Background: an optimization exercise with open tools, aiming at small area. Do not read the settings as production practice.
Function was checked by simulation only, so behaviour that the tests miss may differ from the original.
Power and IR drop assume default switching activity.

==> flow/design.v (excerpt) <==
module drawing_line_top(
    input logic clk,
    input logic rst,
    output logic Hsync,
    output logic Vsync,
    output logic [3:0] vgaRed,
    output logic [3:0] vgaGreen,
    output logic [3:0] vgaBlue,
    input logic [11:0] x0,y0,x1,y1,
    output logic disp_en,
    output logic vga_clk,
    output logic [11:0] v_cntr, h_cntr
    );
clock: 10.0 ns
lec_check: 0
cap_margin: 0
core_margin: 2
core_utilization: 60
cts_buf_list: sky130_fd_sc_hd__clkbuf_8
slew_margin: 0
standard.sh (not shown) runs the stock make flow with config.mk's settings and CLKGATE_MAP_FILE= SYNTH_SCRIPT=/design/flow/synth_recipe.tcl, a recipe that flattens the netlist after the stock synthesis.
==> flow/flow/run.sh <==
#!/bin/bash
# Standard layout, with the smallest buffer on the ports.
export BUFFER_PORTS_ARGS="-buffer_cell sky130_fd_sc_hd__buf_1"
bash standard.sh > standard.log 2>&1
The starting point finished with timing, DRC and antenna clean.
Then changed:
==> flow/flow/run.sh (replaced) <==
#!/bin/bash
# Standard layout, with the smallest buffer on the ports, small clock leaf buffers and no dummy clock loads.
export BUFFER_PORTS_ARGS="-buffer_cell sky130_fd_sc_hd__buf_1"
export CTS_ARGS="-sink_clustering_enable -repair_clock_nets -buf_list sky130_fd_sc_hd__clkbuf_4 -root_buf sky130_fd_sc_hd__clkbuf_8 -dont_use_dummy_load"
bash standard.sh > standard.log 2>&1
Settings changed: ABC_AREA set to 1, CTS_BUF_LIST sky130_fd_sc_hd__clkbuf_8 to unset.
=> Sequential share of layout area climbs by 0.72 points; routed wire length came out lower by about 2%; combinational power fell by about 6%; count of clock-buffer cells in the layout does not change; non-clock buffer count drops by 4; total power drops by about 13%; sequential power came out higher by about 3%.
Then changed:
--- a/flow/flow/run.sh
+++ b/flow/flow/run.sh
@@ -4 +4 @@
-export CTS_ARGS="-sink_clustering_enable -repair_clock_nets -buf_list sky130_fd_sc_hd__clkbuf_4 -root_buf sky130_fd_sc_hd__clkbuf_8 -dont_use_dummy_load"
+export CTS_ARGS="-sink_clustering_enable -repair_clock_nets -buf_list sky130_fd_sc_hd__clkbuf_4 -root_buf sky130_fd_sc_hd__clkbuf_8 -dont_use_dummy_load -sink_buffer_max_cap_derate 0.6"
Settings changed: ABC_AREA 1 to unset.
Result: The changed run ran to the end with no violations. Worst hold slack is about the same. Die area is lower by 0.64%. Routed wire length rose by 1.5%.

* * *

The RTL this note starts from:
==> flow/design.v <==
`timescale 1ns / 1ps
module clock_div (
    input  logic clock,
    input  logic reset,
    output logic div_clock,
    output logic tick,
    output logic ph1, ph2, ph3
    );
logic half;
assign tick = half & ~div_clock;
assign ph1  = ~half & div_clock;
assign ph2  = half & div_clock;
assign ph3  = ~half & ~div_clock;
always_ff @(posedge clock or posedge reset)
    if (reset) begin
        half      <= 1'b0;
        div_clock <= 1'b0;
    end
    else begin
        half      <= ~half;
        div_clock <= div_clock ^ half;
    end
endmodule
`timescale 1ns / 1ps
module vga_controller (
    input  logic       clk,
    input  logic       ce,
    input  logic       reset,
    output logic [5:0] h2, v2,    
    output logic [5:0] h1, v1,    
    output logic       h_sync, v_sync, disp_en,
    output logic       started   
    );
    logic [5:0] hc;
    logic       hw, hs;
    assign hw = (hc == 6'd55);
    assign hs = (hc[5:1] == 5'b11111);           
    assign h1 = (hw | (hc == 6'd62)) ? 6'd0 : hc + 6'd1;
    assign v1 = hw ? ((v2 == 6'd62) ? 6'd0 : v2 + 6'd1) : v2;
    assign h2 = hs ? 6'd0 : hc;
    always_ff @(posedge clk or posedge reset)
        if (reset) begin
            hc <= 6'd62;
            v2 <= 6'd0;
        end
        else if (ce) begin
            hc <= (hw | (hc == 6'd63)) ? 6'd0 : hc + 6'd1;
            v2 <= v1;
        end
    assign started = hc != 6'd62;
    assign h_sync  = ~(hc == 6'd53 || hc == 6'd54);
    assign v_sync  = ~(v2 == 6'd61);
    assign disp_en = (hc < 6'd50) & (v2 < 6'd60);
endmodule
`timescale 1ns / 1ps
module line_drawer (
    input  logic [11:0] nx0, ny0, nx1, ny1,
    input  logic [5:0]  h,       
    input  logic [5:0]  v,       
    input  logic        clk,
    input  logic        ce,      
    input  logic        ph1, ph2, ph3,
    input  logic        rst,
    input  logic        started,  
    output logic [5:0]  px, py
    );
    logic [11:0] x0, y0, x1, y1;
    logic        st_set, st_loop;    
    logic        loh;                
    logic [5:0]  w;
    logic [7:0]  n;                  
    logic [13:0] acc;                
    logic [1:0]  mode;               
    logic        pend;               
    logic        chg;
    logic        in_lh;
    assign in_lh = ~st_set & ~st_loop;
    logic        sx, ex, sy, ey;
    assign sx = x0 > x1;
    assign ex = x0 == x1;
    logic [5:0]  lwl;                
    logic        ndir;
    assign ndir = loh ? (~sx & ~sy) : ~sx;
    logic        at_w1, adv, fin, pos;
    assign at_w1 = lwl == w;
    assign adv   = loh ? ({1'b0, h} + 7'd1 == {1'b0, w})
                       : (v == w && n[7:6] == 2'd0 && h > n[5:0]);
    assign fin   = loh ? at_w1 : pend;
    assign pos   = ~acc[13];
    logic [11:0] pc;
    logic        isx, lg, syu, wrole;
    assign pc    = ce ? x0 : ph1 ? y1 : ph2 ? y0 : x1;
    assign isx   = ce | ph3;
    assign syu   = (in_lh & ph3) ? acc[13] : sy;    
    assign lg    = ce ? sx : ph3 ? ~sx : ph2 ? syu : ~syu;   
    assign wrole = isx == loh;                      
    logic        aen, bon, sh, inv, cin;
    logic        ini, stp, sgn;
    always_comb begin
        ini = 1'b0; stp = 1'b0; sgn = 1'b0;
        if (ce) begin
            ini = st_set;
            stp = st_loop & adv;
            sgn = pos;
        end
        else begin
            ini = mode == 2'd3;
            stp = mode == 2'd2 || mode == 2'd1;
            sgn = mode == 2'd2;
        end
        aen = 1'b1; bon = 1'b0; sh = 1'b0; inv = 1'b0; cin = 1'b0;
        if (in_lh) begin
            bon = 1'b1;
            if (ph1)
                aen = 1'b0;
            else if (ph2) begin
                inv = 1'b1; cin = 1'b1;
            end
            else begin
                inv = lg ^ syu; cin = ~lg & ~syu;
            end
        end
        else if (ini | stp) begin
            aen = ~(ce & ini);
            bon = ~(stp & ~sgn & wrole);
            sh  = stp | ~wrole;
            inv = wrole ? lg : ~lg;
            cin = inv & ~(ini & wrole);
        end
    end
    logic [13:0] opb, sum;
    assign opb = (bon ? (sh ? {1'b0, pc, 1'b0} : {2'b0, pc}) : 14'd0) ^ {14{inv}};
    assign sum = (aen ? acc : 14'd0) + opb + {13'd0, cin};
    always_ff @(posedge clk)
        acc <= sum;
    logic        cap_w, cap_l, cap_n;
    assign cap_w = ini & wrole & ~lg;
    assign cap_l = ini & wrole & lg;
    assign cap_n = ini & (ce ? ~loh : ph1 ? (loh & sx) : ph2 ? (loh & ~sx) : 1'b0);
    logic [5:0] wenc, nenc;
    assign wenc = w;
    assign nenc = (n[7:6] == 2'd0) ? n[5:0] : 6'h3f;
    always_ff @(posedge clk or posedge rst)
        if (rst) begin
            st_set  <= 1'b0;
            st_loop <= 1'b0;
            loh     <= 1'b0;
            sy      <= 1'b1;
            py[5:2] <= 4'hf;                 
        end
        else begin
          if (in_lh & ph3 & started)
            sy <= acc[13];
          if (ce) begin
            if (in_lh) begin
                if (~started)
                    loh <= 1'b1;
                else if (~ex & ~ey)
                    loh <= sum[13] ^ sy;
                st_set <= 1'b1;
            end
            if (st_set) begin
                st_set  <= 1'b0;
                st_loop <= 1'b1;
            end
            if (st_loop) begin
                py[5:2] <= loh ? nenc[5:2] : wenc[5:2];
                if (fin) begin
                    st_set  <= 1'b1;
                    st_loop <= 1'b0;
                end
            end
            if (chg) begin
                st_set  <= 1'b0;
                st_loop <= 1'b0;
            end
          end
        end
    always_ff @(posedge clk)
        if (ce)
            {x0, y0, x1, y1} <= {nx0, ny0, nx1, ny1};
    assign chg = started ? ({x0, y0, x1, y1} != {nx0, ny0, nx1, ny1})
                         : ({nx0, ny0, nx1, ny1} != {12'd2, 12'd7, 12'd9, 12'd2});
    always_ff @(posedge clk) begin
        if (ce & st_loop) begin
            px      <= loh ? wenc : nenc;
            py[1:0] <= loh ? nenc[1:0] : wenc[1:0];
        end
        if (ce) begin
            mode <= st_set ? 2'd3 : (st_loop & adv) ? (pos ? 2'd2 : 2'd1) : 2'd0;
            if (st_set)
                pend <= 1'b0;
            else if (st_loop & adv) begin
                w    <= w + 6'd1;
                pend <= at_w1;
                if (pos)
                    n <= ndir ? n + 8'd1 : n - 8'd1;
            end
        end
        if (in_lh & ph3)
            ey <= acc == 14'd0;
        if (cap_w)
            w   <= (pc[11:6] == 6'd0) ? pc[5:0] : 6'h3f;
        if (cap_l)
            lwl <= (pc[11:6] == 6'd0) ? pc[5:0] : 6'h3f;
        if (cap_n)
            n   <= ((pc[11:7] == 5'd0) || (pc[11:6] == 6'h3f)) ? pc[7:0] : 8'd128;
    end
endmodule
`timescale 1ns / 1ps
module drawing_line_top(
    input logic clk,
    input logic rst,
    output logic Hsync,
    output logic Vsync,
    output logic [3:0] vgaRed,
    output logic [3:0] vgaGreen,
    output logic [3:0] vgaBlue,
    input logic [11:0] x0,y0,x1,y1,
    output logic disp_en,
    output logic vga_clk,
    output logic [11:0] v_cntr, h_cntr
    );
    logic vga_ce, ph1, ph2, ph3;
    clock_div vga_clk_mod(.clock(clk), .reset(rst), .div_clock(vga_clk), .tick(vga_ce),
                          .ph1(ph1), .ph2(ph2), .ph3(ph3));
    logic [5:0] h2, v2, h1, v1;
    logic started;
    vga_controller vgatxt(.clk(clk), .ce(vga_ce), .reset(rst), .h2(h2), .v2(v2), .h1(h1), .v1(v1),
                          .h_sync(Hsync), .v_sync(Vsync), .disp_en(disp_en), .started(started));
    assign h_cntr = {6'd0, h2};
    assign v_cntr = {6'd0, v2};
    logic [5:0] px, py;
    line_drawer drw1(.nx0(x0), .ny0(y0), .nx1(x1), .ny1(y1), .h(h1), .v(v1),
                     .clk(clk), .ce(vga_ce), .ph1(ph1), .ph2(ph2), .ph3(ph3), .rst(rst), .started(started), .px(px), .py(py));
    logic hit;
    always_ff @(posedge clk)
        if (vga_ce)
            hit <= (h1 == px) && (v1 == py);
    assign vgaRed   = {4{disp_en}};
    assign vgaGreen = {4{disp_en & ~hit}};
    assign vgaBlue  = {4{disp_en & ~hit}};
endmodule
export LEC_CHECK = 0
export CAP_MARGIN = 20
export CORE_MARGIN = 2
export CORE_UTILIZATION = 60
export CTS_BUF_LIST = sky130_fd_sc_hd__clkbuf_8
export CTS_CLUSTER_DIAMETER = 100
export CTS_CLUSTER_SIZE = 30
export SLEW_MARGIN = 20
create_clock -name core_clock -period 10.0 [get_ports {clk}]
==> flow/flow/run.sh <==
#!/bin/bash
# Standard layout, with the smallest buffer on the ports.
export BUFFER_PORTS_ARGS="-buffer_cell sky130_fd_sc_hd__buf_1"
bash standard.sh > standard.log 2>&1
Edit:
==> flow/flow/run.sh (replaced) <==
#!/bin/bash
# Standard layout, with the smallest buffer on the ports, small clock leaf buffers and no dummy clock loads.
export BUFFER_PORTS_ARGS="-buffer_cell sky130_fd_sc_hd__buf_1"
export CTS_ARGS="-sink_clustering_enable -repair_clock_nets -buf_list sky130_fd_sc_hd__clkbuf_4 -root_buf sky130_fd_sc_hd__clkbuf_8 -dont_use_dummy_load"
bash standard.sh > standard.log 2>&1
CAP_MARGIN = 0   (was 20)
CORE_UTILIZATION = 75   (was 60)
CTS_BUF_LIST = not set   (was sky130_fd_sc_hd__clkbuf_8)
CTS_CLUSTER_DIAMETER = not set   (was 100)
CTS_CLUSTER_SIZE = not set   (was 30)
SLEW_MARGIN = 0   (was 20)
Outcome: Count of clock-buffer cells in the layout is unchanged. Via count went up by 3.1%. Global-route usage came out higher by 5.6 points. Setup slack is better by 0.052 ns. Non-clock buffer count is lower by 5. Register-to-register slack gains 0.05 ns. Maximum frequency rises by 0.70%. Hold slack gets worse by 0.0040 ns.
Edit:
ABC_CLOCK_PERIOD_IN_PS = 100000   (was not set)
CORE_UTILIZATION = 60   (was 75)
Effect: Hold slack gets better by 0.0078 ns; final area came out higher slightly; flip-flop and latch count stays the same; power barely changes; utilization came out lower by 16 points; setup slack gets worse by 0.029 ns.
Edit:
==> flow/flow/run.sh (replaced) <==
#!/bin/bash
# Standard layout, with the smallest buffer on the ports and no dummy clock loads.
export BUFFER_PORTS_ARGS="-buffer_cell sky130_fd_sc_hd__buf_1"
export CTS_ARGS="-sink_clustering_enable -repair_clock_nets -buf_list sky130_fd_sc_hd__clkbuf_8 -dont_use_dummy_load"
bash standard.sh > standard.log 2>&1
ABC_CLOCK_PERIOD_IN_PS = not set   (was 100000)
CAP_MARGIN = 20   (was 0)
CTS_BUF_LIST = sky130_fd_sc_hd__clkbuf_8   (was not set)
SLEW_MARGIN = 20   (was 0)
=> First-iteration DRC count shrinks by roughly a tenth; sequential share of layout area decreases by 0.52 points; clock skew went down by 0.015 ns; flip-flop and latch count does not change; cell count is about the same; synthesized area stays the same.

[what the ideal ports hide]
The flow's constraints put no driver on any port. The routed layouts listed below were extracted and timed again, unchanged, in two steps.
Step 1 sets driving cells, clkbuf_16 on the clock port and buf_2 on the other inputs (assumed; they add their load-dependent delay and slew).
Step 2 adds t to the input delays and takes it off the output delays; t is the mean of the earliest and latest rising clock arrival at the registers after step 1. Input paths then give back, and output paths get back, about the clock's delay inside the block.
a / b / c = ideal ports / drivers / drivers and shift; a / b = the first two.
run | t (ns) | setup slack, ns | cell pins on the clock port's net
the first run of note 1 | 0.475 | 2.534 / 2.534 / 2.534 | 1
the second run of note 1 | 0.451 | 4.301 / 4.301 / 4.301 | 1
the third run of note 1 | 0.445 | 2.556 / 2.556 / 2.556 | 1
the first run of note 2 | 0.481 | 2.534 / 2.534 / 2.534 | 1
the second run of note 2 | 0.441 | 2.586 / 2.586 / 2.586 | 1
the third run of note 2 | 0.445 | 2.556 / 2.556 / 2.556 | 1
the fourth run of note 2 | 0.466 | 2.553 / 2.553 / 2.553 | 1
After both steps setup and hold are still met in every run listed.
